This design comes from an exercise in tuning for small area and a short achievable clock period on the open sky130 flow, not from production work.
The RTL was checked by simulation tests, not by an equivalence proof against the original design.
Power and IR drop assume default switching activity.

### flow/run.sh
#!/bin/bash
# synth_recipe.tcl (not shown) runs the flow's synth.tcl, then flattens the netlist and writes it again
# the make line also repeats each setting of config.mk as NAME=value (left out here)
make -C /OpenROAD-flow-scripts/flow DESIGN_CONFIG=/design/flow/config.mk WORK_HOME=/design/flow/orfs CLKGATE_MAP_FILE= SYNTH_SCRIPT=/design/flow/synth_recipe.tcl finish
### flow/constraint.sdc
create_clock -name core_clock -period 28.0 [get_ports {Clk}]
set_input_delay 5.6000 -clock core_clock [delete_from_list [all_inputs] [get_ports {Clk}]]
set_output_delay 5.6000 -clock core_clock [all_outputs]
set_load 0.01 [all_outputs]
### flow/config.mk
export PLATFORM = sky130hd
export DESIGN_NAME = tomasulo_backend
export DESIGN_NICKNAME = tomasulo_backend
export VERILOG_FILES = /design/flow/design.v
export SDC_FILE = /design/flow/constraint.sdc
export NUM_CORES = 4
export LEC_CHECK = 0
export CAP_MARGIN = 20
export CORE_MARGIN = 2
export CORE_UTILIZATION = 35
export SLEW_MARGIN = 20
### flow/design.v
module Xor(Z,A,B);
  input  A, B;
  output Z;
  not  xor_not0 (A_neg,  A);
  not  xor_not1 (B_neg,  B);
  and  xor_and0 (S0, A,  B_neg);
  and  xor_and1 (S1, B,  A_neg);
  or   xor_or0  (Z , S0, S1);
endmodule
module Full_Adder(A, B, Cin, S, Cout);
  input  A, B, Cin;
  output S, Cout;
  Xor  fa_xor0 (X0, A,  B);
  Xor  fa_xor1 (S , X0, Cin);
  and  fa_and0 (S0, A,    B);
  and  fa_and1 (S1, Cin,  X0);
  or   fa_or0  (Cout, S0, S1);
endmodule
module Full_Adder32(A,B,Cin,Mod,S,Cout,Overflow);
  input  [31:0] A, B;
  input         Cin, Mod;
  output [31:0] S;
  output        Cout;
  output        Overflow;
  wire [30:0] Cp;
  generate
  genvar i;
    for(i=0; i<32; i=i+1) begin: Adder_gen
      if(i == 0)
        Full_Adder Full_Adder_inst ( .A(A[i]), .B(B[i]^Mod), .Cin(Cin),     .S(S[i]), .Cout(Cp[i])   );
      else if(i<31)
        Full_Adder Full_Adder_inst ( .A(A[i]), .B(B[i]^Mod), .Cin(Cp[i-1]), .S(S[i]), .Cout(Cp[i])   );
      else  
        Full_Adder Full_Adder_inst ( .A(A[i]), .B(B[i]^Mod), .Cin(Cp[i-1]), .S(S[i]), .Cout(Cout)   );
    end
  endgenerate
  assign Overflow = Cout ^ Cp[30];
endmodule
module ALU_Adder (
   input       [31:0]   Operand1,
   input       [31:0]   Operand2,
   input       [ 3:0]   ALU_Opcode,
   output      [31:0]   Sum,
   output               Cout,
   output               Ovf,
   output               Carry_Out,
   output               Overflow
);
   wire        sub = ALU_Opcode[3] | ALU_Opcode[2];
   wire [31:0] b   = Operand2 ^ {32{sub}};
   wire [33:0] t   = {1'b0, Operand1, 1'b1} + {1'b0, b, sub};
   assign Sum  = t[32:1];
   assign Cout = t[33];
   assign Ovf  = (Operand1[31] ~^ b[31]) & (Sum[31] ^ Operand1[31]);
   assign Carry_Out = Cout & ~ALU_Opcode[3] & ALU_Opcode[1] & ~(ALU_Opcode[2] & ALU_Opcode[0]);
   assign Overflow  = Ovf  & ~ALU_Opcode[3] & ALU_Opcode[1] & ~ALU_Opcode[0];
endmodule
module ALU (
   input       [31:0]   Operand1,
   input       [31:0]   Operand2,    
   input       [ 3:0]   ALU_Opcode,
   input       [31:0]   Sum,         
   input                Cout,
   input                Ovf,
   output reg  [31:0]   Result,
   output               ALU_Branch,
   output               ALU_Branch_Taken
);
   parameter OP_AND  = 4'b0000;
   parameter OP_OR   = 4'b0001;
   parameter OP_ADD  = 4'b0010;
   parameter OP_ADDU = 4'b0011;
   parameter OP_SUB  = 4'b0110;
   parameter OP_SLT  = 4'b0111;
   parameter OP_SLTU = 4'b1010;
   parameter OP_NOR  = 4'b1100;
   parameter OP_SLL  = 4'b1000;
   parameter OP_SRL  = 4'b1001;
   parameter OP_BEQ  = 4'b0100;
   parameter OP_BNQ  = 4'b0101;
   integer k;
   wire        right = ALU_Opcode[0];
   reg  [31:0] rev_in, rev_out;
   wire [31:0] sh_in  = right ? rev_in : Operand1;
   wire [31:0] sh_out = sh_in << Operand2[4:0];
   always @(*) begin
      for (k = 0; k < 32; k = k + 1) begin
         rev_in[k]  = Operand1[31-k];
         rev_out[k] = sh_out[31-k];
      end
   end
   wire [31:0] shifted = right ? rev_out : sh_out;
   wire eq = (Sum == 32'b0);
   always @(*) begin
      case (ALU_Opcode)
         OP_AND:  Result = Operand1 & Operand2;
         OP_OR:   Result = Operand1 | Operand2;
         OP_NOR:  Result = ~(Operand1 | Operand2);
         OP_ADD, OP_ADDU, OP_SUB:
                  Result = Sum;
         OP_SLT:  Result = {31'b0, Sum[31] ^ Ovf};
         OP_SLTU: Result = {31'b0, ~Cout};
         OP_SLL, OP_SRL:
                  Result = shifted;
         default: Result = 32'b0;
      endcase
   end
   assign ALU_Branch       = (ALU_Opcode[3:1] == 3'b010);
   assign ALU_Branch_Taken = ALU_Branch & (eq ^ ALU_Opcode[0]);
endmodule
module Mult (
   input                Clk,
   input       [15:0]   OpA,
   input       [15:0]   OpB,
   input       [ 4:0]   Tag_In,
   output      [31:0]   Result,
   output      [ 4:0]   Tag_Out
);
   reg [15:0] a_reg, b_reg;
   reg [31:0] p1_reg, p2_reg;
   reg [ 4:0] t0_reg, t1_reg, t2_reg;
   always @(posedge Clk) begin
      a_reg  <= OpA;
      b_reg  <= OpB;
      p1_reg <= a_reg * b_reg;
      p2_reg <= p1_reg;
      t0_reg <= Tag_In;
      t1_reg <= t0_reg;
      t2_reg <= t1_reg;
   end
   assign Result  = p2_reg;
   assign Tag_Out = t2_reg;
endmodule
module DCache (
   input                Clk,
   input                Rst,
   input       [31:0]   Store_Data,
   input       [ 6:0]   Address,
   input                Store,
   output      [31:0]   Load_Data
);
   integer i;
   reg [7:0] bank0 [0:31];
   reg [7:0] bank1 [0:31];
   reg [7:0] bank2 [0:31];
   reg [7:0] bank3 [0:31];
   wire [1:0] off  = Address[1:0];
   wire [4:0] row  = Address[6:2];
   wire [4:0] rown = Address[6:2] + 5'd1;
   wire [4:0] row0 = (off > 2'd0) ? rown : row;
   wire [4:0] row1 = (off > 2'd1) ? rown : row;
   wire [4:0] row2 = (off > 2'd2) ? rown : row;
   wire [4:0] row3 = row;
   wire [7:0] b0 = bank0[row0];
   wire [7:0] b1 = bank1[row1];
   wire [7:0] b2 = bank2[row2];
   wire [7:0] b3 = bank3[row3];
   assign Load_Data = (off == 2'd0) ? {b3, b2, b1, b0} :
                      (off == 2'd1) ? {b0, b3, b2, b1} :
                      (off == 2'd2) ? {b1, b0, b3, b2} :
                                      {b2, b1, b0, b3};
   wire [7:0] d0 = Store_Data[ 7: 0];
   wire [7:0] d1 = Store_Data[15: 8];
   wire [7:0] d2 = Store_Data[23:16];
   wire [7:0] d3 = Store_Data[31:24];
   wire [7:0] w0 = (off == 2'd0) ? d0 : (off == 2'd1) ? d3 : (off == 2'd2) ? d2 : d1;
   wire [7:0] w1 = (off == 2'd0) ? d1 : (off == 2'd1) ? d0 : (off == 2'd2) ? d3 : d2;
   wire [7:0] w2 = (off == 2'd0) ? d2 : (off == 2'd1) ? d1 : (off == 2'd2) ? d0 : d3;
   wire [7:0] w3 = (off == 2'd0) ? d3 : (off == 2'd1) ? d2 : (off == 2'd2) ? d1 : d0;
   function [31:0] init_word(input integer r);
      case (r)
         0: init_word = 4;
         1: init_word = 5;
         2: init_word = 3;
         3: init_word = 9;
         4: init_word = 15;
         5: init_word = 1;
         6: init_word = 2;
         7: init_word = 2;
         8: init_word = 20;
         9: init_word = 7;
         default: init_word = 0;
      endcase
   endfunction
   always @(posedge Clk, posedge Rst) begin
      if (Rst) begin
         for (i = 0; i < 32; i = i + 1) begin
            {bank3[i], bank2[i], bank1[i], bank0[i]} <= init_word(i);
         end
      end
      else if (Store) begin
         bank0[row0] <= w0;
         bank1[row1] <= w1;
         bank2[row2] <= w2;
         bank3[row3] <= w3;
      end
   end
endmodule
module IssueQueueInt (
   input                Clk,
   input                Rst,
   input       [ 4:0]   Dispatch_Rd_Tag,
   input       [31:0]   Dispatch_Rs_Data,
   input       [ 4:0]   Dispatch_Rs_Tag,
   input                Dispatch_Rs_Data_Val,
   input       [31:0]   Dispatch_Rt_Data,
   input       [ 4:0]   Dispatch_Rt_Tag,
   input                Dispatch_Rt_Data_Val,
   input       [ 3:0]   Dispatch_Opcode,
   input       [ 4:0]   Dispatch_Shfamt,
   input                Dispatch_Enable,
   output               IssueQue_AllValid,
   input       [ 4:0]   CDB_Tag,
   input       [31:0]   CDB_Data,
   input                CDB_Valid,
   output               IssueQue_Ready,
   output      [31:0]   IssueQue_Rs_Data,
   output      [31:0]   IssueQue_Rt_Data,    
   output      [ 4:0]   IssueQue_Rd_Tag,
   output      [ 3:0]   IssueQue_Opcode,
   input                Issueblk_Issue,
   input                RB_Flush_Valid
);
   integer i;
   reg [ 3:0] op   [0:3];
   reg [ 4:0] rd   [0:3];
   reg [ 4:0] rst  [0:3];
   reg [31:0] rsd  [0:3];
   reg        rsv  [0:3];
   reg [ 4:0] rtt  [0:3];
   reg [31:0] rtd  [0:3];
   reg        rtv  [0:3];
   reg        v    [0:3];
   wire r0 = rsv[0] & rtv[0] & v[0];
   wire r1 = rsv[1] & rtv[1] & v[1];
   wire r2 = rsv[2] & rtv[2] & v[2];
   wire r3 = rsv[3] & rtv[3] & v[3];
   wire s1 = ~r0 & r1;
   wire s2 = ~r0 & ~r1 & r2;
   wire s3 = ~r0 & ~r1 & ~r2 & r3;
   wire s0 = ~(s1 | s2 | s3);
   assign IssueQue_Ready = r0 | r1 | r2 | r3;
   assign IssueQue_Rs_Data = ({32{s0}} & rsd[0]) | ({32{s1}} & rsd[1]) | ({32{s2}} & rsd[2]) | ({32{s3}} & rsd[3]);
   assign IssueQue_Rt_Data = ({32{s0}} & rtd[0]) | ({32{s1}} & rtd[1]) | ({32{s2}} & rtd[2]) | ({32{s3}} & rtd[3]);
   assign IssueQue_Rd_Tag  = ({ 5{s0}} & rd [0]) | ({ 5{s1}} & rd [1]) | ({ 5{s2}} & rd [2]) | ({ 5{s3}} & rd [3]);
   assign IssueQue_Opcode  = ({ 4{s0}} & op [0]) | ({ 4{s1}} & op [1]) | ({ 4{s2}} & op [2]) | ({ 4{s3}} & op [3]);
   wire i0 = Issueblk_Issue & r0;
   wire i1 = Issueblk_Issue & s1;
   wire i2 = Issueblk_Issue & s2;
   wire i3 = Issueblk_Issue & s3;
   wire allv = v[0] & v[1] & v[2] & v[3];
   wire add  = Dispatch_Enable & (~allv | Issueblk_Issue);
   wire sh1  = v[1] & ~i1 & (~v[0] | i0);
   wire sh2  = v[2] & ~i2 & (~(v[0] & v[1]) | i0 | i1);
   wire sh3  = v[3] & ~i3 & (~(v[0] & v[1] & v[2]) | i0 | i1 | i2);
   wire vn0 = ~RB_Flush_Valid & (sh1 | (v[0] & ~i0));
   wire vn1 = ~RB_Flush_Valid & (sh2 | (v[1] & ~i1 & ~sh1));
   wire vn2 = ~RB_Flush_Valid & (sh3 | (v[2] & ~i2 & ~sh2));
   wire vn3 = ~RB_Flush_Valid & (add | (v[3] & ~i3 & ~sh3));
   assign IssueQue_AllValid = allv;
   wire d_shift = (Dispatch_Opcode[3:1] == 3'b100);
   wire [31:0] d_rtd = {Dispatch_Rt_Data[31:5], d_shift ? Dispatch_Shfamt : Dispatch_Rt_Data[4:0]};
   reg        mv  [0:3];
   reg [ 3:0] nop [0:3];
   reg [ 4:0] nrd [0:3];
   reg [ 4:0] nrst[0:3];
   reg [31:0] nrsd[0:3];
   reg        nrsv[0:3];
   reg [ 4:0] nrtt[0:3];
   reg [31:0] nrtd[0:3];
   reg        nrtv[0:3];
   reg        mrs [0:3];
   reg        mrt [0:3];
   always @(*) begin
      mv[0] = sh1; mv[1] = sh2; mv[2] = sh3; mv[3] = add;
      for (i = 0; i < 3; i = i + 1) begin
         nop [i] = mv[i] ? op [i+1] : op [i];
         nrd [i] = mv[i] ? rd [i+1] : rd [i];
         nrst[i] = mv[i] ? rst[i+1] : rst[i];
         nrsd[i] = mv[i] ? rsd[i+1] : rsd[i];
         nrsv[i] = mv[i] ? rsv[i+1] : rsv[i];
         nrtt[i] = mv[i] ? rtt[i+1] : rtt[i];
         nrtd[i] = mv[i] ? rtd[i+1] : rtd[i];
         nrtv[i] = mv[i] ? rtv[i+1] : rtv[i];
      end
      nop [3] = add ? Dispatch_Opcode      : op [3];
      nrd [3] = add ? Dispatch_Rd_Tag      : rd [3];
      nrst[3] = add ? Dispatch_Rs_Tag      : rst[3];
      nrsd[3] = add ? Dispatch_Rs_Data     : rsd[3];
      nrsv[3] = add ? Dispatch_Rs_Data_Val : rsv[3];
      nrtt[3] = add ? Dispatch_Rt_Tag      : rtt[3];
      nrtd[3] = add ? d_rtd                : rtd[3];
      nrtv[3] = add ? Dispatch_Rt_Data_Val : rtv[3];
      for (i = 0; i < 4; i = i + 1) begin
         mrs[i] = CDB_Valid & ~nrsv[i] & (CDB_Tag == nrst[i]);
         mrt[i] = CDB_Valid & ~nrtv[i] & (CDB_Tag == nrtt[i]);
      end
   end
   always @(posedge Clk, posedge Rst) begin
      if (Rst) begin
         for (i = 0; i < 4; i = i + 1) begin
            op[i] <= 4'b0;
            v [i] <= 1'b0;
         end
      end
      else begin
         v[0] <= vn0; v[1] <= vn1; v[2] <= vn2; v[3] <= vn3;
         for (i = 0; i < 4; i = i + 1)
            op[i] <= nop[i];
      end
   end
   always @(posedge Clk) begin
      for (i = 0; i < 4; i = i + 1) begin
         rd [i] <= nrd [i];
         rst[i] <= nrst[i];
         rtt[i] <= nrtt[i];
         rsd[i] <= mrs[i] ? CDB_Data : nrsd[i];
         rsv[i] <= mrs[i] | nrsv[i];
         rtd[i] <= (mrt[i] & (nop[i][3:1] != 3'b100)) ? CDB_Data : nrtd[i];
         rtv[i] <= mrt[i] | nrtv[i];
      end
   end
endmodule
module IssueQueueMult (
   input                Clk,
   input                Rst,
   input       [ 4:0]   Dispatch_Rd_Tag,
   input       [15:0]   Dispatch_Rs_Data,
   input       [ 4:0]   Dispatch_Rs_Tag,
   input                Dispatch_Rs_Data_Val,
   input       [15:0]   Dispatch_Rt_Data,
   input       [ 4:0]   Dispatch_Rt_Tag,
   input                Dispatch_Rt_Data_Val,
   input                Dispatch_Enable,
   output               IssueQue_Full,
   input       [ 4:0]   CDB_Tag,
   input       [15:0]   CDB_Data,
   input                CDB_Valid,
   output               IssueQue_Ready,
   output      [15:0]   IssueQue_Rs_Data,
   output      [15:0]   IssueQue_Rt_Data,
   output      [ 4:0]   IssueQue_Rd_Tag,
   input                Issueblk_Issue,
   input                RB_Flush_Valid
);
   integer i;
   reg [ 4:0] rd   [0:3];
   reg [15:0] rsd  [0:3];
   reg        rsv  [0:3];
   reg [15:0] rtd  [0:3];
   reg        rtv  [0:3];
   reg        v    [0:3];
   wire r0 = rsv[0] & rtv[0] & v[0];
   wire r1 = rsv[1] & rtv[1] & v[1];
   wire r2 = rsv[2] & rtv[2] & v[2];
   wire r3 = rsv[3] & rtv[3] & v[3];
   wire s1 = ~r0 & r1;
   wire s2 = ~r0 & ~r1 & r2;
   wire s3 = ~r0 & ~r1 & ~r2 & r3;
   wire s0 = ~(s1 | s2 | s3);
   assign IssueQue_Ready = r0 | r1 | r2 | r3;
   assign IssueQue_Rs_Data = ({16{s0}} & rsd[0]) | ({16{s1}} & rsd[1]) | ({16{s2}} & rsd[2]) | ({16{s3}} & rsd[3]);
   assign IssueQue_Rt_Data = ({16{s0}} & rtd[0]) | ({16{s1}} & rtd[1]) | ({16{s2}} & rtd[2]) | ({16{s3}} & rtd[3]);
   assign IssueQue_Rd_Tag  = ({ 5{s0}} & rd [0]) | ({ 5{s1}} & rd [1]) | ({ 5{s2}} & rd [2]) | ({ 5{s3}} & rd [3]);
   wire i0 = Issueblk_Issue & r0;
   wire i1 = Issueblk_Issue & s1;
   wire i2 = Issueblk_Issue & s2;
   wire i3 = Issueblk_Issue & s3;
   wire allv = v[0] & v[1] & v[2] & v[3];
   wire add  = Dispatch_Enable & (~allv | Issueblk_Issue);
   wire sh1  = v[1] & ~i1 & (~v[0] | i0);
   wire sh2  = v[2] & ~i2 & (~(v[0] & v[1]) | i0 | i1);
   wire sh3  = v[3] & ~i3 & (~(v[0] & v[1] & v[2]) | i0 | i1 | i2);
   wire vn0 = ~RB_Flush_Valid & (sh1 | (v[0] & ~i0));
   wire vn1 = ~RB_Flush_Valid & (sh2 | (v[1] & ~i1 & ~sh1));
   wire vn2 = ~RB_Flush_Valid & (sh3 | (v[2] & ~i2 & ~sh2));
   wire vn3 = ~RB_Flush_Valid & (add | (v[3] & ~i3 & ~sh3));
   assign IssueQue_Full = allv & ~Issueblk_Issue;
   wire [15:0] d_rsd = {Dispatch_Rs_Data[15:5], Dispatch_Rs_Data_Val ? Dispatch_Rs_Data[4:0] : Dispatch_Rs_Tag};
   wire [15:0] d_rtd = {Dispatch_Rt_Data[15:5], Dispatch_Rt_Data_Val ? Dispatch_Rt_Data[4:0] : Dispatch_Rt_Tag};
   reg        mv  [0:3];
   reg [ 4:0] nrd [0:3];
   reg [15:0] nrsd[0:3];
   reg        nrsv[0:3];
   reg [15:0] nrtd[0:3];
   reg        nrtv[0:3];
   reg        mrs [0:3];
   reg        mrt [0:3];
   always @(*) begin
      mv[0] = sh1; mv[1] = sh2; mv[2] = sh3; mv[3] = add;
      for (i = 0; i < 3; i = i + 1) begin
         nrd [i] = mv[i] ? rd [i+1] : rd [i];
         nrsd[i] = mv[i] ? rsd[i+1] : rsd[i];
         nrsv[i] = mv[i] ? rsv[i+1] : rsv[i];
         nrtd[i] = mv[i] ? rtd[i+1] : rtd[i];
         nrtv[i] = mv[i] ? rtv[i+1] : rtv[i];
      end
      nrd [3] = add ? Dispatch_Rd_Tag      : rd [3];
      nrsd[3] = add ? d_rsd                : rsd[3];
      nrsv[3] = add ? Dispatch_Rs_Data_Val : rsv[3];
      nrtd[3] = add ? d_rtd                : rtd[3];
      nrtv[3] = add ? Dispatch_Rt_Data_Val : rtv[3];
      for (i = 0; i < 4; i = i + 1) begin
         mrs[i] = CDB_Valid & ~nrsv[i] & (CDB_Tag == nrsd[i][4:0]);
         mrt[i] = CDB_Valid & ~nrtv[i] & (CDB_Tag == nrtd[i][4:0]);
      end
   end
   always @(posedge Clk, posedge Rst) begin
      if (Rst) begin
         for (i = 0; i < 4; i = i + 1)
            v[i] <= 1'b0;
      end
      else begin
         v[0] <= vn0; v[1] <= vn1; v[2] <= vn2; v[3] <= vn3;
      end
   end
   always @(posedge Clk) begin
      for (i = 0; i < 4; i = i + 1) begin
         rd [i] <= nrd[i];
         rsd[i] <= mrs[i] ? CDB_Data : nrsd[i];
         rsv[i] <= mrs[i] | nrsv[i];
         rtd[i] <= mrt[i] ? CDB_Data : nrtd[i];
         rtv[i] <= mrt[i] | nrtv[i];
      end
   end
endmodule
module IssueQueueLS (
   input                Clk,
   input                Rst,
   input       [ 4:0]   Dispatch_Rd_Tag,
   input       [31:0]   Dispatch_Rs_Data,
   input       [ 4:0]   Dispatch_Rs_Tag,
   input                Dispatch_Rs_Data_Val,
   input       [31:0]   Dispatch_Rt_Data,
   input       [ 4:0]   Dispatch_Rt_Tag,
   input                Dispatch_Rt_Data_Val,
   input                Dispatch_Opcode,
   input       [15:0]   Dispatch_Imm,
   input                Dispatch_Enable,
   output               IssueQue_AllValid,
   input       [ 4:0]   CDB_Tag,
   input       [31:0]   CDB_Data,
   input                CDB_Valid,
   output               Ready_1,            
   output               Load_1,             
   output               Store_1,            
   output               Load_0,             
   output      [31:0]   IssueQue_Data,
   output      [ 6:0]   IssueQue_Address,
   output      [ 4:0]   IssueQue_Rd_Tag,
   input                IssueUnit_Issue,    
   output               IssueQue_Store,     
   input                RB_Store_Ready,
   input                RB_Flush_Valid
);
   integer i;
   reg        op   [0:3];
   reg [ 6:0] af   [0:3];
   reg [ 4:0] rd   [0:3];
   reg [ 4:0] rst  [0:3];
   reg        rsv  [0:3];
   reg [ 4:0] rtl  [0:3];    
   reg [31:5] rth  [0:3];    
   reg        rtv  [0:3];
   reg        v    [0:3];
   wire a0 = rsv[0] & (rtv[0] | op[0]);
   wire a1 = rsv[1] & (rtv[1] | op[1]);
   wire a2 = rsv[2] & (rtv[2] | op[2]);
   wire a3 = rsv[3] & (rtv[3] | op[3]);
   wire nb0_1 = ~a0 & ~v[0];
   wire nb1_1 = ~a1 & ~v[1];
   wire nb2_1 = ~a2 & ~v[2];
   wire nb0_0 = ~(a0 & op[0]) & ~v[0];
   wire nb1_0 = ~(a1 & op[1]) & ~v[1];
   wire nb2_0 = ~(a2 & op[2]) & ~v[2];
   wire c0_1 = a0 & v[0];
   wire s1_1 = nb0_1 & a1 & v[1];
   wire s2_1 = nb0_1 & nb1_1 & a2 & v[2];
   wire s3_1 = nb0_1 & nb1_1 & nb2_1 & a3 & v[3];
   wire c0_0 = a0 & op[0] & v[0];
   wire s1_0 = nb0_0 & a1 & op[1] & v[1];
   wire s2_0 = nb0_0 & nb1_0 & a2 & op[2] & v[2];
   wire s3_0 = nb0_0 & nb1_0 & nb2_0 & a3 & op[3] & v[3];
   assign Ready_1  = c0_1 | s1_1 | s2_1 | s3_1;
   assign Load_1   = (c0_1 & op[0]) | (s1_1 & op[1]) | (s2_1 & op[2]) | (s3_1 & op[3]);
   assign Store_1  = Ready_1 & ~Load_1;
   assign Load_0   = c0_0 | s1_0 | s2_0 | s3_0;
   wire c0 = RB_Store_Ready ? c0_1 : c0_0;
   wire s1 = RB_Store_Ready ? s1_1 : s1_0;
   wire s2 = RB_Store_Ready ? s2_1 : s2_0;
   wire s3 = RB_Store_Ready ? s3_1 : s3_0;
   wire s0 = ~(s1 | s2 | s3);
   assign IssueQue_Address = ({ 7{s0}} & af[0]) | ({ 7{s1}} & af[1]) | ({ 7{s2}} & af[2]) | ({ 7{s3}} & af[3]);
   assign IssueQue_Rd_Tag  = ({ 5{s0}} & rd[0]) | ({ 5{s1}} & rd[1]) | ({ 5{s2}} & rd[2]) | ({ 5{s3}} & rd[3]);
   assign IssueQue_Data    = ({32{s0}} & {rth[0], rtl[0]}) | ({32{s1}} & {rth[1], rtl[1]}) |
                             ({32{s2}} & {rth[2], rtl[2]}) | ({32{s3}} & {rth[3], rtl[3]});
   wire store = RB_Store_Ready & Store_1;
   assign IssueQue_Store = store;
   wire issue = store | IssueUnit_Issue;
   wire i0 = issue & c0;
   wire i1 = issue & s1;
   wire i2 = issue & s2;
   wire i3 = issue & s3;
   wire allv = v[0] & v[1] & v[2] & v[3];
   wire add  = Dispatch_Enable & (~allv | issue);
   wire sh1  = v[1] & ~i1 & (~v[0] | i0);
   wire sh2  = v[2] & ~i2 & (~(v[0] & v[1]) | i0 | i1);
   wire sh3  = v[3] & ~i3 & (~(v[0] & v[1] & v[2]) | i0 | i1 | i2);
   wire vn0 = ~RB_Flush_Valid & (sh1 | (v[0] & ~i0));
   wire vn1 = ~RB_Flush_Valid & (sh2 | (v[1] & ~i1 & ~sh1));
   wire vn2 = ~RB_Flush_Valid & (sh3 | (v[2] & ~i2 & ~sh2));
   wire vn3 = ~RB_Flush_Valid & (add | (v[3] & ~i3 & ~sh3));
   assign IssueQue_AllValid = allv;
   wire [6:0] d_af  = Dispatch_Rs_Data_Val ? (Dispatch_Rs_Data[6:0] + Dispatch_Imm[6:0]) : Dispatch_Imm[6:0];
   wire [4:0] d_rtl = Dispatch_Rt_Data_Val ? Dispatch_Rt_Data[4:0] : Dispatch_Rt_Tag;
   reg        mv  [0:3];
   reg        nop [0:3];
   reg [ 6:0] naf [0:3];
   reg [ 4:0] nrd [0:3];
   reg [ 4:0] nrst[0:3];
   reg        nrsv[0:3];
   reg [ 4:0] nrtl[0:3];
   reg [31:5] nrth[0:3];
   reg        nrtv[0:3];
   reg        mrs [0:3];
   reg        mrt [0:3];
   always @(*) begin
      mv[0] = sh1; mv[1] = sh2; mv[2] = sh3; mv[3] = add;
      for (i = 0; i < 3; i = i + 1) begin
         nop [i] = mv[i] ? op [i+1] : op [i];
         naf [i] = mv[i] ? af [i+1] : af [i];
         nrd [i] = mv[i] ? rd [i+1] : rd [i];
         nrst[i] = mv[i] ? rst[i+1] : rst[i];
         nrsv[i] = mv[i] ? rsv[i+1] : rsv[i];
         nrtl[i] = mv[i] ? rtl[i+1] : rtl[i];
         nrth[i] = mv[i] ? rth[i+1] : rth[i];
         nrtv[i] = mv[i] ? rtv[i+1] : rtv[i];
      end
      nop [3] = add ? Dispatch_Opcode        : op [3];
      naf [3] = add ? d_af                   : af [3];
      nrd [3] = add ? Dispatch_Rd_Tag        : rd [3];
      nrst[3] = add ? Dispatch_Rs_Tag        : rst[3];
      nrsv[3] = add ? Dispatch_Rs_Data_Val   : rsv[3];
      nrtl[3] = add ? d_rtl                  : rtl[3];
      nrth[3] = add ? Dispatch_Rt_Data[31:5] : rth[3];
      nrtv[3] = add ? Dispatch_Rt_Data_Val   : rtv[3];
      for (i = 0; i < 4; i = i + 1) begin
         mrs[i] = CDB_Valid & ~nrsv[i] & (CDB_Tag == nrst[i]);
         mrt[i] = CDB_Valid & ~nrtv[i] & (CDB_Tag == nrtl[i]);
      end
   end
   always @(posedge Clk, posedge Rst) begin
      if (Rst) begin
         for (i = 0; i < 4; i = i + 1) begin
            op [i] <= 1'b0;
            rst[i] <= 5'b0;
            rsv[i] <= 1'b0;
            rtl[i] <= 5'b0;
            rtv[i] <= 1'b0;
            v  [i] <= 1'b0;
         end
      end
      else begin
         v[0] <= vn0; v[1] <= vn1; v[2] <= vn2; v[3] <= vn3;
         for (i = 0; i < 4; i = i + 1) begin
            op [i] <= nop[i];
            rst[i] <= nrst[i];
            rsv[i] <= mrs[i] | nrsv[i];
            rtl[i] <= mrt[i] ? CDB_Data[4:0] : nrtl[i];
            rtv[i] <= mrt[i] | nrtv[i];
         end
      end
   end
   always @(posedge Clk) begin
      for (i = 0; i < 4; i = i + 1) begin
         af [i] <= mrs[i] ? (CDB_Data[6:0] + naf[i]) : naf[i];
         rd [i] <= nrd[i];
         rth[i] <= mrt[i] ? CDB_Data[31:5] : nrth[i];
      end
   end
endmodule
module IssueUnit (
   input                Clk,
   input                Rst,
   input                RB_Store_Ready,
   input                Ready_Int0,
   input                Ready_Int1,
   input                Ready_Mult,
   input                Load_1,         
   input                Load_0,         
   input                Store_1,        
   input                AllValid_Int0,
   input                AllValid_Int1,
   input                AllValid_LS,
   output               Issue_Int0,
   output               Issue_Int1,
   output               Issue_LS,
   output               Int_Sel1,       
   output               IssueQueInt0_Full,
   output               IssueQueInt1_Full,
   output               IssueQueLS_Full,
   input       [ 4:0]   Int_Tag,
   input       [31:0]   Int_Result,
   input                Int_Branch,
   input                Int_Branch_Taken,
   input       [ 4:0]   LS_Tag,
   input       [31:0]   LS_Result,
   input       [ 4:0]   Mult_Tag,
   input       [31:0]   Mult_Result,
   output reg  [ 4:0]   CDB_Tag,
   output reg  [31:0]   CDB_Data,
   output reg           CDB_Valid,
   output reg           CDB_Branch,
   output reg           CDB_Branch_Taken
);
   reg [2:0] slot;       
   reg [1:0] LRU_reg;
   wire mult_done = slot[2];
   wire int_first = LRU_reg[1];
   wire i0_first  = LRU_reg[0];
   wire pick1 = ~mult_done & (i0_first ? (~Ready_Int0 & Ready_Int1) : Ready_Int1);
   wire pick0 = ~mult_done & (i0_first ? Ready_Int0 : (~Ready_Int1 & Ready_Int0));
   wire ls_ok = ~mult_done & ~(int_first & (Ready_Int0 | Ready_Int1));
   wire Issue_LS_1   = ls_ok & Load_1;
   wire Issue_LS_0   = ls_ok & Load_0;
   wire Issue_Int1_1 = pick1 & ~(~int_first & Load_1);
   wire Issue_Int1_0 = pick1 & ~(~int_first & Load_0);
   wire Issue_Int0_1 = pick0 & ~(~int_first & Load_1);
   wire Issue_Int0_0 = pick0 & ~(~int_first & Load_0);
   assign Issue_LS   = RB_Store_Ready ? Issue_LS_1   : Issue_LS_0;
   assign Issue_Int1 = RB_Store_Ready ? Issue_Int1_1 : Issue_Int1_0;
   assign Issue_Int0 = RB_Store_Ready ? Issue_Int0_1 : Issue_Int0_0;
   FullFlags FullFlags_inst0 (
      .RB_Store_Ready (RB_Store_Ready),
      .Int0_Full_1    (AllValid_Int0 & ~Issue_Int0_1),
      .Int0_Full_0    (AllValid_Int0 & ~Issue_Int0_0),
      .Int1_Full_1    (AllValid_Int1 & ~Issue_Int1_1),
      .Int1_Full_0    (AllValid_Int1 & ~Issue_Int1_0),
      .LS_Full_1      (AllValid_LS & ~(Store_1 | Issue_LS_1)),
      .LS_Full_0      (AllValid_LS & ~Issue_LS_0),
      .Int0_Full      (IssueQueInt0_Full),
      .Int1_Full      (IssueQueInt1_Full),
      .LS_Full        (IssueQueLS_Full)
   );
   assign Int_Sel1 = i0_first ? ~Ready_Int0 : Ready_Int1;
   wire [1:0] LRU_next = Issue_LS   ? {1'b1, LRU_reg[0]} :
                         Issue_Int1 ? 2'b01 :
                         Issue_Int0 ? 2'b00 : LRU_reg;
   wire int_issue = Issue_Int0 | Issue_Int1;
   always @(posedge Clk, posedge Rst) begin
      if (Rst) begin
         slot             <= 3'b000;
         LRU_reg          <= 2'b10;
         CDB_Tag          <= 5'b0;
         CDB_Data         <= 32'b0;
         CDB_Valid        <= 1'b0;
         CDB_Branch       <= 1'b0;
         CDB_Branch_Taken <= 1'b0;
      end
      else begin
         slot    <= {slot[1:0], Ready_Mult};
         LRU_reg <= LRU_next;
         CDB_Valid        <= mult_done | Issue_LS | int_issue;
         CDB_Tag          <= mult_done ? Mult_Tag    : Issue_LS ? LS_Tag    : int_issue ? Int_Tag    : 5'b0;
         CDB_Data         <= mult_done ? Mult_Result : Issue_LS ? LS_Result : int_issue ? Int_Result : 32'b0;
         CDB_Branch       <= int_issue & Int_Branch;
         CDB_Branch_Taken <= int_issue & Int_Branch_Taken;
      end
   end
endmodule
module FullFlags (
   input                RB_Store_Ready,
   input                Int0_Full_1,
   input                Int0_Full_0,
   input                Int1_Full_1,
   input                Int1_Full_0,
   input                LS_Full_1,
   input                LS_Full_0,
   output               Int0_Full,
   output               Int1_Full,
   output               LS_Full
);
   assign Int0_Full = RB_Store_Ready ? Int0_Full_1 : Int0_Full_0;
   assign Int1_Full = RB_Store_Ready ? Int1_Full_1 : Int1_Full_0;
   assign LS_Full   = RB_Store_Ready ? LS_Full_1   : LS_Full_0;
endmodule
module BackEnd (
   input                Clk,
   input                Rst,
   input       [ 4:0]   Dispatch_Rd_Tag,
   input       [31:0]   Dispatch_Rs_Data,
   input       [ 4:0]   Dispatch_Rs_Tag,
   input                Dispatch_Rs_Data_Val,
   input       [31:0]   Dispatch_Rt_Data,
   input       [ 4:0]   Dispatch_Rt_Tag,
   input                Dispatch_Rt_Data_Val,
   input       [ 3:0]   Dispatch_Opcode_Int,
   input       [ 4:0]   Dispatch_Shfamt_Int,
   input                Dispatch_Opcode_LS,
   input       [15:0]   Dispatch_Imm_LS,
   input                Dispatch_Enable_Int0,
   input                Dispatch_Enable_Int1,
   input                Dispatch_Enable_Mult,
   input                Dispatch_Enable_LS,
   output               IssueQueInt0_Full,
   output               IssueQueInt1_Full,
   output               IssueQueMult_Full,
   output               IssueQueLS_Full,
   input       [ 4:0]   CDB_Tag_In,
   input       [31:0]   CDB_Data_In,
   input                CDB_Valid_In,
   output      [ 4:0]   CDB_Tag_Out,
   output      [31:0]   CDB_Data_Out,
   output               CDB_Valid_Out,
   output               CDB_Branch_Out,
   output               CDB_Branch_Taken_Out,
   input                RB_Store_Ready,
   input                RB_Flush_Valid,
   output               ALU0_Overflow,
   output               ALU0_Carry_Out,
   output               ALU1_Overflow,
   output               ALU1_Carry_Out
);
   wire        Int0_Ready, Int1_Ready;
   wire [31:0] Int0_Rs, Int0_Rt, Int1_Rs, Int1_Rt;
   wire [ 4:0] Int0_Tag, Int1_Tag;
   wire [ 3:0] Int0_Op, Int1_Op;
   wire        Issue_Int0, Issue_Int1, Issue_LS, Int_Sel1;
   wire        Mult_Ready;
   wire [15:0] Mult_Rs, Mult_Rt;
   wire [ 4:0] Mult_Tag;
   wire [31:0] Mult_Result;
   wire [ 4:0] Mult_Tag_Out;
   wire        LS_Load_1, LS_Load_0, LS_Store_1, LS_Ready_1, LS_Store;
   wire        Int0_AllValid, Int1_AllValid, LS_AllValid;
   wire [31:0] LS_Data, Load_Data;
   wire [ 6:0] LS_Address;
   wire [ 4:0] LS_Tag;
   IssueQueueInt IssueQueueInt_inst0 (
      .Clk(Clk), .Rst(Rst),
      .Dispatch_Rd_Tag(Dispatch_Rd_Tag),
      .Dispatch_Rs_Data(Dispatch_Rs_Data), .Dispatch_Rs_Tag(Dispatch_Rs_Tag), .Dispatch_Rs_Data_Val(Dispatch_Rs_Data_Val),
      .Dispatch_Rt_Data(Dispatch_Rt_Data), .Dispatch_Rt_Tag(Dispatch_Rt_Tag), .Dispatch_Rt_Data_Val(Dispatch_Rt_Data_Val),
      .Dispatch_Opcode(Dispatch_Opcode_Int), .Dispatch_Shfamt(Dispatch_Shfamt_Int),
      .Dispatch_Enable(Dispatch_Enable_Int0), .IssueQue_AllValid(Int0_AllValid),
      .CDB_Tag(CDB_Tag_In), .CDB_Data(CDB_Data_In), .CDB_Valid(CDB_Valid_In),
      .IssueQue_Ready(Int0_Ready), .IssueQue_Rs_Data(Int0_Rs), .IssueQue_Rt_Data(Int0_Rt),
      .IssueQue_Rd_Tag(Int0_Tag), .IssueQue_Opcode(Int0_Op),
      .Issueblk_Issue(Issue_Int0), .RB_Flush_Valid(RB_Flush_Valid)
   );
   IssueQueueInt IssueQueueInt_inst1 (
      .Clk(Clk), .Rst(Rst),
      .Dispatch_Rd_Tag(Dispatch_Rd_Tag),
      .Dispatch_Rs_Data(Dispatch_Rs_Data), .Dispatch_Rs_Tag(Dispatch_Rs_Tag), .Dispatch_Rs_Data_Val(Dispatch_Rs_Data_Val),
      .Dispatch_Rt_Data(Dispatch_Rt_Data), .Dispatch_Rt_Tag(Dispatch_Rt_Tag), .Dispatch_Rt_Data_Val(Dispatch_Rt_Data_Val),
      .Dispatch_Opcode(Dispatch_Opcode_Int), .Dispatch_Shfamt(Dispatch_Shfamt_Int),
      .Dispatch_Enable(Dispatch_Enable_Int1), .IssueQue_AllValid(Int1_AllValid),
      .CDB_Tag(CDB_Tag_In), .CDB_Data(CDB_Data_In), .CDB_Valid(CDB_Valid_In),
      .IssueQue_Ready(Int1_Ready), .IssueQue_Rs_Data(Int1_Rs), .IssueQue_Rt_Data(Int1_Rt),
      .IssueQue_Rd_Tag(Int1_Tag), .IssueQue_Opcode(Int1_Op),
      .Issueblk_Issue(Issue_Int1), .RB_Flush_Valid(RB_Flush_Valid)
   );
   wire [31:0] Sum0, Sum1;
   wire        Cout0, Cout1, Ovf0, Ovf1;
   ALU_Adder ALU_Adder_inst0 (
      .Operand1(Int0_Rs), .Operand2(Int0_Rt), .ALU_Opcode(Int0_Op),
      .Sum(Sum0), .Cout(Cout0), .Ovf(Ovf0),
      .Carry_Out(ALU0_Carry_Out), .Overflow(ALU0_Overflow)
   );
   ALU_Adder ALU_Adder_inst1 (
      .Operand1(Int1_Rs), .Operand2(Int1_Rt), .ALU_Opcode(Int1_Op),
      .Sum(Sum1), .Cout(Cout1), .Ovf(Ovf1),
      .Carry_Out(ALU1_Carry_Out), .Overflow(ALU1_Overflow)
   );
   wire [31:0] Alu_Rs  = Int_Sel1 ? Int1_Rs  : Int0_Rs;
   wire [31:0] Alu_Rt  = Int_Sel1 ? Int1_Rt  : Int0_Rt;
   wire [ 3:0] Alu_Op  = Int_Sel1 ? Int1_Op  : Int0_Op;
   wire [ 4:0] Alu_Tag = Int_Sel1 ? Int1_Tag : Int0_Tag;
   wire [31:0] Alu_Sum = Int_Sel1 ? Sum1     : Sum0;
   wire        Alu_Cout = Int_Sel1 ? Cout1   : Cout0;
   wire        Alu_Ovf  = Int_Sel1 ? Ovf1    : Ovf0;
   wire [31:0] Alu_Result;
   wire        Alu_Branch, Alu_Branch_Taken;
   ALU ALU_inst0 (
      .Operand1(Alu_Rs), .Operand2(Alu_Rt), .ALU_Opcode(Alu_Op),
      .Sum(Alu_Sum), .Cout(Alu_Cout), .Ovf(Alu_Ovf),
      .Result(Alu_Result), .ALU_Branch(Alu_Branch), .ALU_Branch_Taken(Alu_Branch_Taken)
   );
   IssueQueueMult IssueQueueMult_inst0 (
      .Clk(Clk), .Rst(Rst),
      .Dispatch_Rd_Tag(Dispatch_Rd_Tag),
      .Dispatch_Rs_Data(Dispatch_Rs_Data[15:0]), .Dispatch_Rs_Tag(Dispatch_Rs_Tag), .Dispatch_Rs_Data_Val(Dispatch_Rs_Data_Val),
      .Dispatch_Rt_Data(Dispatch_Rt_Data[15:0]), .Dispatch_Rt_Tag(Dispatch_Rt_Tag), .Dispatch_Rt_Data_Val(Dispatch_Rt_Data_Val),
      .Dispatch_Enable(Dispatch_Enable_Mult), .IssueQue_Full(IssueQueMult_Full),
      .CDB_Tag(CDB_Tag_In), .CDB_Data(CDB_Data_In[15:0]), .CDB_Valid(CDB_Valid_In),
      .IssueQue_Ready(Mult_Ready), .IssueQue_Rs_Data(Mult_Rs), .IssueQue_Rt_Data(Mult_Rt),
      .IssueQue_Rd_Tag(Mult_Tag),
      .Issueblk_Issue(Mult_Ready), .RB_Flush_Valid(RB_Flush_Valid)
   );
   Mult Mult_inst0 (
      .Clk(Clk), .OpA(Mult_Rs), .OpB(Mult_Rt), .Tag_In(Mult_Tag),
      .Result(Mult_Result), .Tag_Out(Mult_Tag_Out)
   );
   IssueQueueLS IssueQueueLS_inst0 (
      .Clk(Clk), .Rst(Rst),
      .Dispatch_Rd_Tag(Dispatch_Rd_Tag),
      .Dispatch_Rs_Data(Dispatch_Rs_Data), .Dispatch_Rs_Tag(Dispatch_Rs_Tag), .Dispatch_Rs_Data_Val(Dispatch_Rs_Data_Val),
      .Dispatch_Rt_Data(Dispatch_Rt_Data), .Dispatch_Rt_Tag(Dispatch_Rt_Tag), .Dispatch_Rt_Data_Val(Dispatch_Rt_Data_Val),
      .Dispatch_Opcode(Dispatch_Opcode_LS), .Dispatch_Imm(Dispatch_Imm_LS),
      .Dispatch_Enable(Dispatch_Enable_LS), .IssueQue_AllValid(LS_AllValid),
      .CDB_Tag(CDB_Tag_In), .CDB_Data(CDB_Data_In), .CDB_Valid(CDB_Valid_In),
      .Ready_1(LS_Ready_1), .Load_1(LS_Load_1), .Store_1(LS_Store_1), .Load_0(LS_Load_0),
      .IssueQue_Data(LS_Data), .IssueQue_Address(LS_Address), .IssueQue_Rd_Tag(LS_Tag),
      .IssueUnit_Issue(Issue_LS), .IssueQue_Store(LS_Store),
      .RB_Store_Ready(RB_Store_Ready), .RB_Flush_Valid(RB_Flush_Valid)
   );
   DCache DCache_inst0 (
      .Clk(Clk), .Rst(Rst),
      .Store_Data(LS_Data), .Address(LS_Address), .Store(LS_Store),
      .Load_Data(Load_Data)
   );
   IssueUnit IssueUnit_inst0 (
      .Clk(Clk), .Rst(Rst),
      .RB_Store_Ready(RB_Store_Ready),
      .Ready_Int0(Int0_Ready), .Ready_Int1(Int1_Ready), .Ready_Mult(Mult_Ready),
      .Load_1(LS_Load_1), .Load_0(LS_Load_0), .Store_1(LS_Store_1),
      .AllValid_Int0(Int0_AllValid), .AllValid_Int1(Int1_AllValid), .AllValid_LS(LS_AllValid),
      .Issue_Int0(Issue_Int0), .Issue_Int1(Issue_Int1), .Issue_LS(Issue_LS), .Int_Sel1(Int_Sel1),
      .IssueQueInt0_Full(IssueQueInt0_Full), .IssueQueInt1_Full(IssueQueInt1_Full), .IssueQueLS_Full(IssueQueLS_Full),
      .Int_Tag(Alu_Tag), .Int_Result(Alu_Result),
      .Int_Branch(Alu_Branch), .Int_Branch_Taken(Alu_Branch_Taken),
      .LS_Tag(LS_Tag), .LS_Result(Load_Data),
      .Mult_Tag(Mult_Tag_Out), .Mult_Result(Mult_Result),
      .CDB_Tag(CDB_Tag_Out), .CDB_Data(CDB_Data_Out), .CDB_Valid(CDB_Valid_Out),
      .CDB_Branch(CDB_Branch_Out), .CDB_Branch_Taken(CDB_Branch_Taken_Out)
   );
endmodule
module tomasulo_backend (
   input                Clk,
   input                Rst,
   input       [ 4:0]   Dispatch_Rd_Tag,
   input       [31:0]   Dispatch_Rs_Data,
   input       [ 4:0]   Dispatch_Rs_Tag,
   input                Dispatch_Rs_Data_Val,
   input       [31:0]   Dispatch_Rt_Data,
   input       [ 4:0]   Dispatch_Rt_Tag,
   input                Dispatch_Rt_Data_Val,
   input       [ 3:0]   Dispatch_Opcode_Int,
   input       [ 4:0]   Dispatch_Shfamt_Int,
   input                Dispatch_Opcode_LS,
   input       [15:0]   Dispatch_Imm_LS,
   input                Dispatch_Enable_Int0,
   input                Dispatch_Enable_Int1,
   input                Dispatch_Enable_Mult,
   input                Dispatch_Enable_LS,
   output               IssueQueInt0_Full,
   output               IssueQueInt1_Full,
   output               IssueQueMult_Full,
   output               IssueQueLS_Full,
   output      [ 4:0]   CDB_Tag,
   output      [31:0]   CDB_Data,
   output               CDB_Valid,
   output               CDB_Branch,
   output               CDB_Branch_Taken,
   input                RB_Store_Ready,
   input                RB_Flush_Valid,
   output               ALU0_Overflow,
   output               ALU0_Carry_Out,
   output               ALU1_Overflow,
   output               ALU1_Carry_Out
);
   BackEnd BackEnd_inst0 (
   .Clk                   (Clk),
   .Rst                   (Rst),
   .Dispatch_Rd_Tag       (Dispatch_Rd_Tag),
   .Dispatch_Rs_Data      (Dispatch_Rs_Data),
   .Dispatch_Rs_Tag       (Dispatch_Rs_Tag),
   .Dispatch_Rs_Data_Val  (Dispatch_Rs_Data_Val),
   .Dispatch_Rt_Data      (Dispatch_Rt_Data),
   .Dispatch_Rt_Tag       (Dispatch_Rt_Tag),
   .Dispatch_Rt_Data_Val  (Dispatch_Rt_Data_Val),
   .Dispatch_Opcode_Int   (Dispatch_Opcode_Int),
   .Dispatch_Shfamt_Int   (Dispatch_Shfamt_Int),
   .Dispatch_Opcode_LS    (Dispatch_Opcode_LS),
   .Dispatch_Imm_LS       (Dispatch_Imm_LS),
   .Dispatch_Enable_Int0  (Dispatch_Enable_Int0),
   .Dispatch_Enable_Int1  (Dispatch_Enable_Int1),
   .Dispatch_Enable_Mult  (Dispatch_Enable_Mult),
   .Dispatch_Enable_LS    (Dispatch_Enable_LS),
   .IssueQueInt0_Full     (IssueQueInt0_Full),
   .IssueQueInt1_Full     (IssueQueInt1_Full),
   .IssueQueMult_Full     (IssueQueMult_Full),
   .IssueQueLS_Full       (IssueQueLS_Full),
   .CDB_Tag_In            (CDB_Tag),
   .CDB_Data_In           (CDB_Data),
   .CDB_Valid_In          (CDB_Valid),
   .CDB_Tag_Out           (CDB_Tag),
   .CDB_Data_Out          (CDB_Data),
   .CDB_Valid_Out         (CDB_Valid),
   .CDB_Branch_Out        (CDB_Branch),
   .CDB_Branch_Taken_Out  (CDB_Branch_Taken),
   .RB_Store_Ready        (RB_Store_Ready),
   .RB_Flush_Valid        (RB_Flush_Valid),
   .ALU0_Overflow         (ALU0_Overflow),
   .ALU0_Carry_Out        (ALU0_Carry_Out),
   .ALU1_Overflow         (ALU1_Overflow),
   .ALU1_Carry_Out        (ALU1_Carry_Out)
   );
endmodule
==> notes.md <==
## layer usage
metal  share of wire, %  track usage (%)  vias up
li1                   -                -    41807
met1                 42             33.9    46373
met2                 44             37.2     4438
met3                8.7             3.86      822
met4                5.3             11.5       20
met5              0.030                0        -
## worst max-delay path by stage
| stage | cells past startpoint | endpoint | slack (ns) |
|---|---|---|---|
| detailed placement | 7 | IssueQueLS_Full | 13.71 |
| CTS | 7 | IssueQueLS_Full | 13.69 |
| finish | 7 | IssueQueLS_Full | 13.61 |
| floorplan | 1 | BackEnd_inst0.DCache_inst0.bank0[0][0]$_DFFE_PP0P_ | 6.27 |
| global placement | 7 | IssueQueLS_Full | 13.70 |
| global route | 22 | ALU1_Carry_Out | 13.57 |
## cell type report
class,count,share of cell area [%]
Sequential cell,2240,44.3
Inverter,322,0.918
Clock inverter,123,1.24
Clock buffer,327,5.14
Multi-Input combinational cell,8273,41.2
Timing Repair Buffer,482,3.05
Antenna cell,8,0.0151
Tap cell,4387,4.15
## per-stage QoR
stage               std cells  hold WS (ns)  power, uW  setup slack, ns  area, um^2
floorplan               11700         0.310      11000             6.27      117000
global placement        15703         0.310      14300            13.70      124000
detailed placement      15704         0.313      14400            13.71      124000
CTS                     16154         0.301      17800            13.69      132000
global route            16157         0.320      19000            13.57      132000
finish                  16162         0.307      17900            13.61      132000
## worst max-delay path: cells and delay by family
family                 cells  cell delay (ns)
AND/OR/NAND/NOR            2             1.06
AO/OA/AOI/OAI              2             0.56
buffers and inverters      3             1.55
## power by group
group	switching, uW	internal (uW)
combinational	6450	3360
sequential	533	4180
clock	1430	1990
total	8410	9520
## cells in the final DEF (no fill, tap or decap), types with 292 or more instances in the layout
cell,n
edfxtp_1,788
nand3_1,292
a21oi_1,892
inv_1,317
nand2_1,1598
buf_4,324
nor2_1,1043
o21ai_0,1030
dfrtp_1,1140
mux2_2,553
## cells by family (layout without fill, tap and decap cells)
kind of cell             count (synthesis)  count (layout)  share of synthesized area (%)
other                                    0               8                              0
AO/OA/AOI/OAI                         3160            3160                           17.2
AND/OR/NAND/NOR                       3562            3562                           13.0
adder cells (fa/ha/maj)                410             410                           5.64
XOR/XNOR                               338             338                           2.53
flip-flops                            2240            2240                           50.0
buffers and inverters                 1187            1254                           4.07
multiplexers                           803             803                           7.50
==> notes.md <==
- Final Max Tran Viols: 0
- Via count: approximately 93000
- Crit path largest cell delay: ~0.85 ns
- Initial antenna violation count: 26
- R2R setup slack: 19.23 ns
- Cells on worst reg2reg path: 23
- VDD IR max: 357 uV
- CTS max path bufs: 4
- # rows: 212
- GPL Wtd Cong: 0.982
- Clock Latency Late Sink: 0.95 ns
- Setup bufs post-CTS: 0
- Post-DRT Antenna Nets: 0
- Core area: 333000 um^2
- Hold Path Sink: BackEnd_inst0.Mult_inst0.p2_reg[18]$_DFF_P_
- Area of the mapped netlist: approximately 120000 um^2
- Hold path cells: 0
- Dpl hpwl: 291 mm
- Number of global-route vias before repair: 89016
- Hold Startpoint: BackEnd_inst0.Mult_inst0.p1_reg[18]$_DFF_P_
- Hold Crit Class: reg -> reg
- Worst Skew: approximately 0.07 ns
- EDFF count, synth: 788
- Crit end category: primary output
- Routed wire length: approximately 430 mm
- DR WL/cell: approximately 26 um
- Die area: 339000 um^2
- Main flop type after synthesis: dfrtp_1
- Most numerous cell in the Yosys netlist: nand2_1
- DIE HEIGHT: 583 um
- Layout cell share with drive strength beyond 1: 13.2%
- Seq cells post-synth: 2240
- Actual slew at the worst max-slew pin: approximately 1.3 ns
- Worst R2R End: BackEnd_inst0.IssueUnit_inst0.CDB_Data[10]$_DFF_PP0_
- PwrDens: about 140 nW/um^2
- Drt pass-1 iters: 11
- FMAX: 0.0695 GHz
- Period utilisation layout: about half
- PostCTS Resize Cnt: 0
- Reg2Reg Launch Point: BackEnd_inst0.IssueQueueLS_inst0.v[0]$_DFF_PP0_
- CP max-delay cell: nor3_1
- Yosys warning total: 65
- Io pins: 163
- # hold bufs at CTS: 0
- Crit path time final: about 14 ns
- RSZ-0062 raised after global routing: false
- Synth top area share: 24.5%
- Mean post-synth cell area: 10.0 um^2
- CTS clk-pin slew, worst paths: about 0.060 ns
- First-pass GRT wire length: a little over 600 mm
- Post-synth net total: 12218
- Synth area leader: dfrtp_1
- Final Util: 39.7%
- Crit path DAT: between 8 and 9 ns
- # clock sinks: 2240
- Gr usage total: about 24%
- Synthesized instance count: 11700
- FF/Latch Area: around 59000 um^2
- Register area share after synthesis: 50.0%
- Max-Cap Viols: 0
- CP max FO: 14
- CTS root buf: clkbuf_16
- Port buffer count: 153
- Vias/cell: 5.78
- Final setup viols: 0
- Synth cell types: 123
- Crit-path cells: clkdlybuf4s50_1 > o2111ai_1 > o31a_1 > and3b_1 > buf_4 > nor3_1 > clkdlybuf4s50_1
- Max_slew headroom: 12.7%
- Critical path class: in -> out
- Pin count of the biggest net entering global routing: 150
- Startpoint Class: input pin
- Total CTS buffers: 243
- TritonCTS clock tree: done
- # fillers: ~32000
- Drc violations: 0
- Layout area overhead: 12.9%
- Nets: 12080
- Leak: ~0.054 uW
- Status: no timing/DRC/antenna violations
- Top area cells in the synthesized netlist: dfrtp_1, edfxtp_1, mux2_2
- H-Tree Depth: 4
- Synth cell count leaders: nand2_1, dfrtp_1, nor2_1
- Initial Util: 35.1%
- Sum Neg Setup Slack: 0 ns
- Final Hold Vio Count: 0
- Detailed Route Iter0 Violations: roughly 12000
- Crit-path most repeated cell: clkdlybuf4s50_1
- Crit. Startpoint: RB_Store_Ready
- Worst EP required: 22.40 ns
- Grt total ovfl: 0
- FFs w/ async S/R, synth: 52.2%
- Multi-input gate area: 54400 um^2
- Die Width: 583 um

afterwards: timing with drivers on the ports:
No port has a modelled driver above. Below, the same layout with a new extraction and two added sets of constraints. Step 1 assumes that a clkbuf_16 drives the clock port and a buf_2 every other input. Step 2, shift: input delay + t, output delay - t, t = (earliest + latest rising clock arrival at the registers) / 2. This alone moves slack from input paths to output paths. Three values: no drivers, after step 1, after step 2; two values: the first two.
t, ns: 1.029
setup slack, ns: 13.611 / 13.491 / 13.483
clock arrival spread, ns: 0.077 / 0.078
worst register clock-pin slew, ns: 0.07 / 0.07
cell pins on the clock port's net: 1
After both steps this run still meets setup and hold. The setup slack of this run moves by -0.120 ns with the drivers and by -0.128 ns with both steps.
